What follows belongs to an exercise in optimizing a design on an open flow for small area and a short achievable clock period; a production flow would make more cautious choices. At most, simulation tests tie the RTL to the original design; equivalence was not proved. The clock input has no modelled driver; a real chip could not lean on it and would need a root buffer or a full tree.

## alpha
## uart_circle_area
module uart_circle_area (
  input         clock,
  input         reset,
  input         rx_i,
  output [7:0]  rx_data,
  output [31:0] area_o,
  output reg    rx_data_valid,
  output reg    rx_error
);
  localparam IDLE = 4'b0000, CHECK_STOP = 4'b0001, ERROR = 4'b0010;
  reg [3:0]  state;
  reg [7:0]  shift;
  reg [17:0] acc;
  reg [2:0]  vg;
  wire       in_data = state[3];
  wire [2:0] cnt     = state[2:0];
  wire       in_cs   = (state == CHECK_STOP);
  wire       in_idle = (state == IDLE);
  always @(posedge clock) begin
    if (reset) begin
      state <= IDLE;
      shift <= 8'd0;
      rx_data_valid <= 1'b0;
      vg <= 3'b000;
      rx_error <= 1'b0;
    end else begin
      rx_error <= (state == ERROR);
      rx_data_valid <= in_cs ? rx_i : (in_idle & rx_data_valid);
      vg[0] <= in_cs ? rx_i : (in_idle & vg[0]);
      vg[1] <= in_cs ? rx_i : (in_idle & vg[1]);
      vg[2] <= in_cs ? rx_i : (in_idle & vg[2]);
      if (in_data) begin
        shift <= {rx_i, shift[7:1]};
        state <= (cnt == 3'd7) ? CHECK_STOP : state + 4'd1;
      end else if (in_cs) begin
        state <= rx_i ? IDLE : ERROR;
  ...
For scale: ~45 I/O pins.
export LEC_CHECK = 0
export ABC_AREA = 1
export CAP_MARGIN = 20
export CORE_MARGIN = 2
export CORE_UTILIZATION = 40
export SLEW_MARGIN = 20
export SYNTH_HIERARCHICAL = 1
create_clock -name core_clock -period 24.0 [get_ports {clock}]
standard.sh (not shown) runs the stock make flow with config.mk's settings and CLKGATE_MAP_FILE= SYNTH_SCRIPT=/design/flow/synth_recipe.tcl, a recipe that flattens the netlist after the stock synthesis.
==> flow/flow/run.sh <==
#!/bin/bash
# The standard layout (the standard.sh: unchanged synthesis and steps) with
# two differences:
# - the port buffers that global placement puts on every input and output are
#   sky130_fd_sc_hd__buf_2 instead of the resizer's pick;
# - clock tree synthesis may put all 35 flip-flops in one sink cluster, uses
#   clkbuf_16 buffers and no dummy loads, so the tree is shallow.
cp standard.sh standard.sh.txt
export BUFFER_PORTS_ARGS="-buffer_cell sky130_fd_sc_hd__buf_2"
export CTS_ARGS="-sink_clustering_enable -repair_clock_nets -sink_clustering_size 64 -sink_clustering_max_diameter 400 -buf_list sky130_fd_sc_hd__clkbuf_16 -root_buf sky130_fd_sc_hd__clkbuf_16 -dont_use_dummy_load"
bash standard.sh > standard.log 2>&1
alpha has completed all stages; timing, DRC and antenna checks passed.
Here is what was changed in the inputs of beta compared with alpha.
==> flow/flow/run.sh <==
#!/bin/bash
# The standard layout (the standard.sh: unchanged synthesis and steps) with
# two differences:
# - the port buffers that global placement puts on every input and output are
#   sky130_fd_sc_hd__buf_2 instead of the resizer's pick;
# - the resizer's setup repair (floorplan, CTS, global route) aims for 18 ns of
#   slack at the design's 24 ns clock, so it also shortens paths that already
#   meet 24 ns. The SDC and the clock period are the standard flow's, unchanged.
cp standard.sh standard.sh.txt
export BUFFER_PORTS_ARGS="-buffer_cell sky130_fd_sc_hd__buf_2"
export SETUP_SLACK_MARGIN=18
bash standard.sh > standard.log 2>&1
[summary]
Relative to alpha, the non-clock buffer share of cell area of beta is higher by 4.1 points. Sort alpha and beta by layout overhead on the synthesized area, descending, and beta comes first. Looking only at routed wire length, and setting everything else aside, the lower value of alpha and beta goes to alpha. beta gives more number of non-filler instances in the completed layout than alpha did. alpha has higher portion of the layout cell area used by clock cells than beta. Compared to alpha, beta shows a wider setup margin. Summary — final design utilization, beta relative to alpha: higher, by 1.8 points.
--- input diff beta..gamma ---
==> flow/flow/run.sh <==
#!/bin/bash
# The standard layout (the standard.sh, unchanged synthesis and steps).
# Only difference: the port buffers that global placement inserts on every
# input and output use sky130_fd_sc_hd__buf_2 instead of the resizer's pick.
cp standard.sh standard.sh.txt
export BUFFER_PORTS_ARGS="-buffer_cell sky130_fd_sc_hd__buf_2"
bash standard.sh > standard.log 2>&1
-- flow/config.mk --
<<< beta, line 9
export CAP_MARGIN = 20
export CORE_MARGIN = 2
export CORE_UTILIZATION = 40
export SLEW_MARGIN = 20
export SYNTH_HIERARCHICAL = 1
>>> gamma, line 9
export CAP_MARGIN = 20
export CORE_MARGIN = 2
export CORE_UTILIZATION = 80
export PLACE_DENSITY = 0.9
export SLEW_MARGIN = 20
export SYNTH_HIERARCHICAL = 1
==> notes.md <==
- Re worst-margin pin slew: gamma is 0.53 ns up on beta.
- Of gamma and beta, beta shows the higher die area, with gamma below it.
- gamma completed end to end with timing, DRC and antenna clean.
- When the final numbers for gamma and beta were put side by side, the share of post-route cells with drive strength above 1 turned out to be greater in beta.
- Comparing gamma against beta, there is no change at all in count of input and output buffers.
- Going from beta to gamma, the worst-case setup slack after placement was found to have gone down by 0.060 ns.
## Diff of input files: delta against gamma
==> flow/flow/run.sh <==
#!/bin/bash
# The standard layout (the standard.sh: unchanged synthesis and steps) with
# these differences:
# - the port buffers that global placement puts on every input and output are
#   sky130_fd_sc_hd__buf_2 instead of the resizer's pick;
# - clock tree synthesis uses clkbuf_8 buffers and no dummy loads;
# - the tie-low cell that synthesis makes is not split into one cell per load
#   (SKIP_REPAIR_TIE_FANOUT), so the constant outputs share it.
cp standard.sh standard.sh.txt
export BUFFER_PORTS_ARGS="-buffer_cell sky130_fd_sc_hd__buf_2"
export CTS_ARGS="-sink_clustering_enable -repair_clock_nets -sink_clustering_size 64 -sink_clustering_max_diameter 400 -buf_list sky130_fd_sc_hd__clkbuf_8 -root_buf sky130_fd_sc_hd__clkbuf_8 -dont_use_dummy_load"
export SKIP_REPAIR_TIE_FANOUT=1
bash standard.sh > standard.log 2>&1
-- flow/config.mk --
<<< gamma, line 9
export CAP_MARGIN = 20
export CORE_MARGIN = 2
export CORE_UTILIZATION = 80
export PLACE_DENSITY = 0.9
export SLEW_MARGIN = 20
export SYNTH_HIERARCHICAL = 1
>>> delta, line 9
export CAP_MARGIN = 20
export CORE_MARGIN = 2
export CORE_UTILIZATION = 40
export SLEW_MARGIN = 20
export SYNTH_HIERARCHICAL = 1
--- outcome ---
Compared gamma against delta; final worst-path setup slack within noise. delta vs. gamma: share of cell area taken by multi-input logic gates went down by 1.2 points, first-pass GRT wire length now smaller, number of instances resized during post-cts repair ~0 delta. The lower wire length came out of delta.
No functional check of the RTL was part of any run of this note.


uart_circle_area, a different RTL version from the one above (not shown whole).
Size in the first run: roughly 34 flip-flops, roughly 45 I/O pins, roughly 3600 µm² of cells after synthesis.
Settings: LEC_CHECK=0, ABC_AREA=1, CAP_MARGIN=20, CORE_MARGIN=2, CORE_UTILIZATION=70, PLACE_DENSITY=0.85, SLEW_MARGIN=20, SYNTH_HIERARCHICAL=1; clock period 24.0 ns.
==> flow/flow/run.sh <==
#!/bin/bash
# The standard layout (the standard.sh: unchanged synthesis and steps) with
# these differences:
# - the port buffers that global placement puts on every input and output are
#   sky130_fd_sc_hd__buf_1 instead of the resizer's pick;
# - the tie-low cell that synthesis makes is not split into one cell per load
#   (SKIP_REPAIR_TIE_FANOUT), so the constant outputs share it;
# - after CTS, nbuf.tcl replaces the clock tree by 2 clkbuf_8 buffers, each fed
#   by the clock port and driving one placement cluster of the 34 flip-flops;
#   then the standard steps go on from global routing. The buffers are alike
#   and so are their loads, so all flip-flops see about the same clock arrival.
cp standard.sh standard.sh.txt
export BUFFER_PORTS_ARGS="-buffer_cell sky130_fd_sc_hd__buf_1"
export CTS_ARGS="-sink_clustering_enable -repair_clock_nets -buf_list sky130_fd_sc_hd__clkbuf_8 -root_buf sky130_fd_sc_hd__clkbuf_8 -dont_use_dummy_load"
export SKIP_REPAIR_TIE_FANOUT=1
bash standard.sh cts > standard_cts.log 2>&1
RES_DIR=orfs/results/sky130hd/uart_circle_area/base CLK_NET=clock NBUF=2 CLKBUF=sky130_fd_sc_hd__clkbuf_8 \
  openroad -no_init -exit flow/nbuf.tcl > nbuf.log 2>&1
bash standard.sh > standard.log 2>&1
==> flow/flow/nbuf.tcl <==
# Replace the clock tree that CTS built by NBUF clock buffers (CLKBUF), each
# driven straight from the clock port and driving one cluster of flip-flop
# clock pins (k-means on the pin positions, clusters of equal size). Reads and rewrites the CTS result.
set res $::env(RES_DIR)
set nbuf $::env(NBUF)
read_db $res/4_1_cts.odb
set db [ord::get_db]
set block [ord::get_db_block]
set clk [$block findNet $::env(CLK_NET)]
set bufs {}
set nets {}
set sinks {}
proc walk {net} {
  global bufs nets sinks
  foreach it [$net getITerms] {
    if {[$it getIoType] != "INPUT"} { continue }
    set inst [$it getInst]
    set m [[$inst getMaster] getName]
    if {[string match "sky130_fd_sc_hd__clkbuf_*" $m]} {
      lappend bufs $inst
      set on [[$inst findITerm X] getNet]
      if {$on ne "NULL"} { lappend nets $on; walk $on }
    } else {
      lappend sinks $it
    }
  }
}
walk $clk
puts "nbuf: [llength $bufs] tree buffers, [llength $sinks] sinks"
set px {}; set py {}
foreach it $sinks {
  set b [[$it getInst] getBBox]
  lappend px [expr {([$b xMin] + [$b xMax]) / 2}]
  lappend py [expr {([$b yMin] + [$b yMax]) / 2}]
}
set n [llength $sinks]
# k-means, seeded by sinks spread along x
set order [lsort -integer -indices $px]
set cx {}; set cy {}
for {set k 0} {$k < $nbuf} {incr k} {
  set i [lindex $order [expr {int(($k + 0.5) * $n / $nbuf)}]]
  lappend cx [lindex $px $i]; lappend cy [lindex $py $i]
}
# balanced k-means: each buffer gets at most ceil(n / nbuf) flip-flops
set cap [expr {($n + $nbuf - 1) / $nbuf}]
for {set iter 0} {$iter < 20} {incr iter} {
  set pairs {}
  for {set i 0} {$i < $n} {incr i} {
    for {set k 0} {$k < $nbuf} {incr k} {
      set d [expr {abs([lindex $px $i] - [lindex $cx $k]) + abs([lindex $py $i] - [lindex $cy $k])}]
      lappend pairs [list $d $i $k]
    }
  }
  set pairs [lsort -integer -index 0 $pairs]
  set asg [lrepeat $n -1]
  set fill [lrepeat $nbuf 0]
  foreach p $pairs {
    lassign $p d i k
    if {[lindex $asg $i] >= 0 || [lindex $fill $k] >= $cap} { continue }
    lset asg $i $k
    lset fill $k [expr {[lindex $fill $k] + 1}]
  }
  for {set k 0} {$k < $nbuf} {incr k} {
    set sx 0; set sy 0; set c 0
    for {set i 0} {$i < $n} {incr i} {
      if {[lindex $asg $i] == $k} { incr sx [lindex $px $i]; incr sy [lindex $py $i]; incr c }
    }
    if {$c > 0} { lset cx $k [expr {$sx / $c}]; lset cy $k [expr {$sy / $c}] }
  }
}
foreach it $sinks { $it disconnect }
foreach b $bufs {
  foreach it [$b getITerms] { $it disconnect }
  odb::dbInst_destroy $b
}
foreach nn $nets { odb::dbNet_destroy $nn }
set master [$db findMaster $::env(CLKBUF)]
for {set k 0} {$k < $nbuf} {incr k} {
  set inst [odb::dbInst_create $block $master clkbuf_${k}_clock]
  set onet [odb::dbNet_create $block clknet_${k}_clock]
  $onet setSigType CLOCK
  [$inst findITerm A] connect $clk
  [$inst findITerm X] connect $onet
  set c 0
  for {set i 0} {$i < $n} {incr i} {
    if {[lindex $asg $i] == $k} { [lindex $sinks $i] connect $onet; incr c }
  }
  $inst setLocation [lindex $cx $k] [lindex $cy $k]
  $inst setPlacementStatus PLACED
  $inst setSourceType TIMING
  puts "nbuf: buffer $k at [lindex $cx $k] [lindex $cy $k] drives $c flip-flops"
}
detailed_placement
check_placement
write_db $res/4_1_cts.odb
write_db $res/4_cts.odb
The first run produced a clean layout.
Edit:
--- a/flow/flow/run.sh
+++ b/flow/flow/run.sh
@@ -6,5 +6,5 @@
 # - the tie-low cell that synthesis makes is not split into one cell per load
 #   (SKIP_REPAIR_TIE_FANOUT), so the constant outputs share it;
-# - after CTS, nbuf.tcl replaces the clock tree by 2 clkbuf_8 buffers, each fed
+# - after CTS, nbuf.tcl replaces the clock tree by 3 clkbuf_8 buffers, each fed
 #   by the clock port and driving one placement cluster of the 34 flip-flops;
 #   then the standard steps go on from global routing. The buffers are alike
@@ -15,5 +15,5 @@
 export SKIP_REPAIR_TIE_FANOUT=1
 bash standard.sh cts > standard_cts.log 2>&1
-RES_DIR=orfs/results/sky130hd/uart_circle_area/base CLK_NET=clock NBUF=2 CLKBUF=sky130_fd_sc_hd__clkbuf_8 \
+RES_DIR=orfs/results/sky130hd/uart_circle_area/base CLK_NET=clock NBUF=3 CLKBUF=sky130_fd_sc_hd__clkbuf_8 \
   openroad -no_init -exit flow/nbuf.tcl > nbuf.log 2>&1
 bash standard.sh > standard.log 2>&1
--- a/flow/flow/nbuf.tcl
+++ b/flow/flow/nbuf.tcl
@@ -1,5 +1,5 @@
 # Replace the clock tree that CTS built by NBUF clock buffers (CLKBUF), each
 # driven straight from the clock port and driving one cluster of flip-flop
-# clock pins (k-means on the pin positions, clusters of equal size). Reads and rewrites the CTS result.
+# clock pins (k-means on the pin positions). Reads and rewrites the CTS result.
 set res $::env(RES_DIR)
 set nbuf $::env(NBUF)
@@ -42,22 +42,13 @@
   lappend cx [lindex $px $i]; lappend cy [lindex $py $i]
 }
-# balanced k-means: each buffer gets at most ceil(n / nbuf) flip-flops
-set cap [expr {($n + $nbuf - 1) / $nbuf}]
 for {set iter 0} {$iter < 20} {incr iter} {
-  set pairs {}
+  set asg {}
   for {set i 0} {$i < $n} {incr i} {
+    set best 0; set bd -1
     for {set k 0} {$k < $nbuf} {incr k} {
       set d [expr {abs([lindex $px $i] - [lindex $cx $k]) + abs([lindex $py $i] - [lindex $cy $k])}]
-      lappend pairs [list $d $i $k]
+      if {$bd < 0 || $d < $bd} { set bd $d; set best $k }
     }
-  }
-  set pairs [lsort -integer -index 0 $pairs]
-  set asg [lrepeat $n -1]
-  set fill [lrepeat $nbuf 0]
-  foreach p $pairs {
-    lassign $p d i k
-    if {[lindex $asg $i] >= 0 || [lindex $fill $k] >= $cap} { continue }
-    lset asg $i $k
-    lset fill $k [expr {[lindex $fill $k] + 1}]
+    lappend asg $best
   }
   for {set k 0} {$k < $nbuf} {incr k} {
After rerunning: Fmax climbs slightly. Global-route usage climbs by 0.20 points. Die area does not change. Cell area climbs slightly. Count of clock-buffer cells in the layout climbs by 1. Worst setup slack improves by 0.036 ns. Worst hold slack is about the same. Routed wire length climbs slightly. Core utilization climbs by 0.27 points. Final cell count hardly moves.
Edit:
Settings changed: CORE_UTILIZATION 70 to 40, PLACE_DENSITY 0.85 to not set.
After rerunning: The new run passed the timing, DRC and antenna checks. Global-route usage decreases by 11 points. Worst setup slack loses 0.034 ns. Flip-flop and latch count does not change. Cell count increases by a little under a tenth. Via count decreases by a few percent.

==> re-timing with driven ports <==
Ports are ideal in the flow. The routed layouts listed here were re-timed in OpenROAD.
Step 1, drivers: a clkbuf_16 drives clock and a buf_2 each remaining input, both assumed.
Step 2 times the ports against the registers' clock, not the clock port: input delays grow and output delays shrink by t, the midpoint of the rising clock arrivals with the driver on.
Three values: ideal ports, drivers, drivers and shift; two values: the first two.
run | t, ns | setup WS [ns] | worst hold slack (ns) | pins driven straight from the clock port
alpha | 0.304 | 18.047 / 18.014 / 18.155 | 0.456 / 0.456 / 0.456 | 1
beta | 0.322 | 18.057 / 18.027 / 18.167 | 0.459 / 0.459 / 0.459 | 1
gamma | 0.327 | 18.006 / 17.976 / 18.070 | 0.460 / 0.460 / 0.460 | 1
delta | 0.321 | 18.009 / 17.979 / 18.192 | 0.464 / 0.464 / 0.464 | 1
the first run of note 2 | 0.199 | 18.108 / 18.072 / 18.118 | 0.496 / 0.496 / 0.496 | 2
the second run of note 2 | 0.185 | 18.144 / 18.096 / 18.114 | 0.496 / 0.496 / 0.496 | 3
the third run of note 2 | 0.193 | 18.110 / 18.057 / 18.119 | 0.495 / 0.495 / 0.495 | 3
After both steps setup and hold are still met in every run listed. The setup slack of the second run of note 2, which loses most, moves by -0.048 ns with the drivers and by -0.030 ns with both steps.
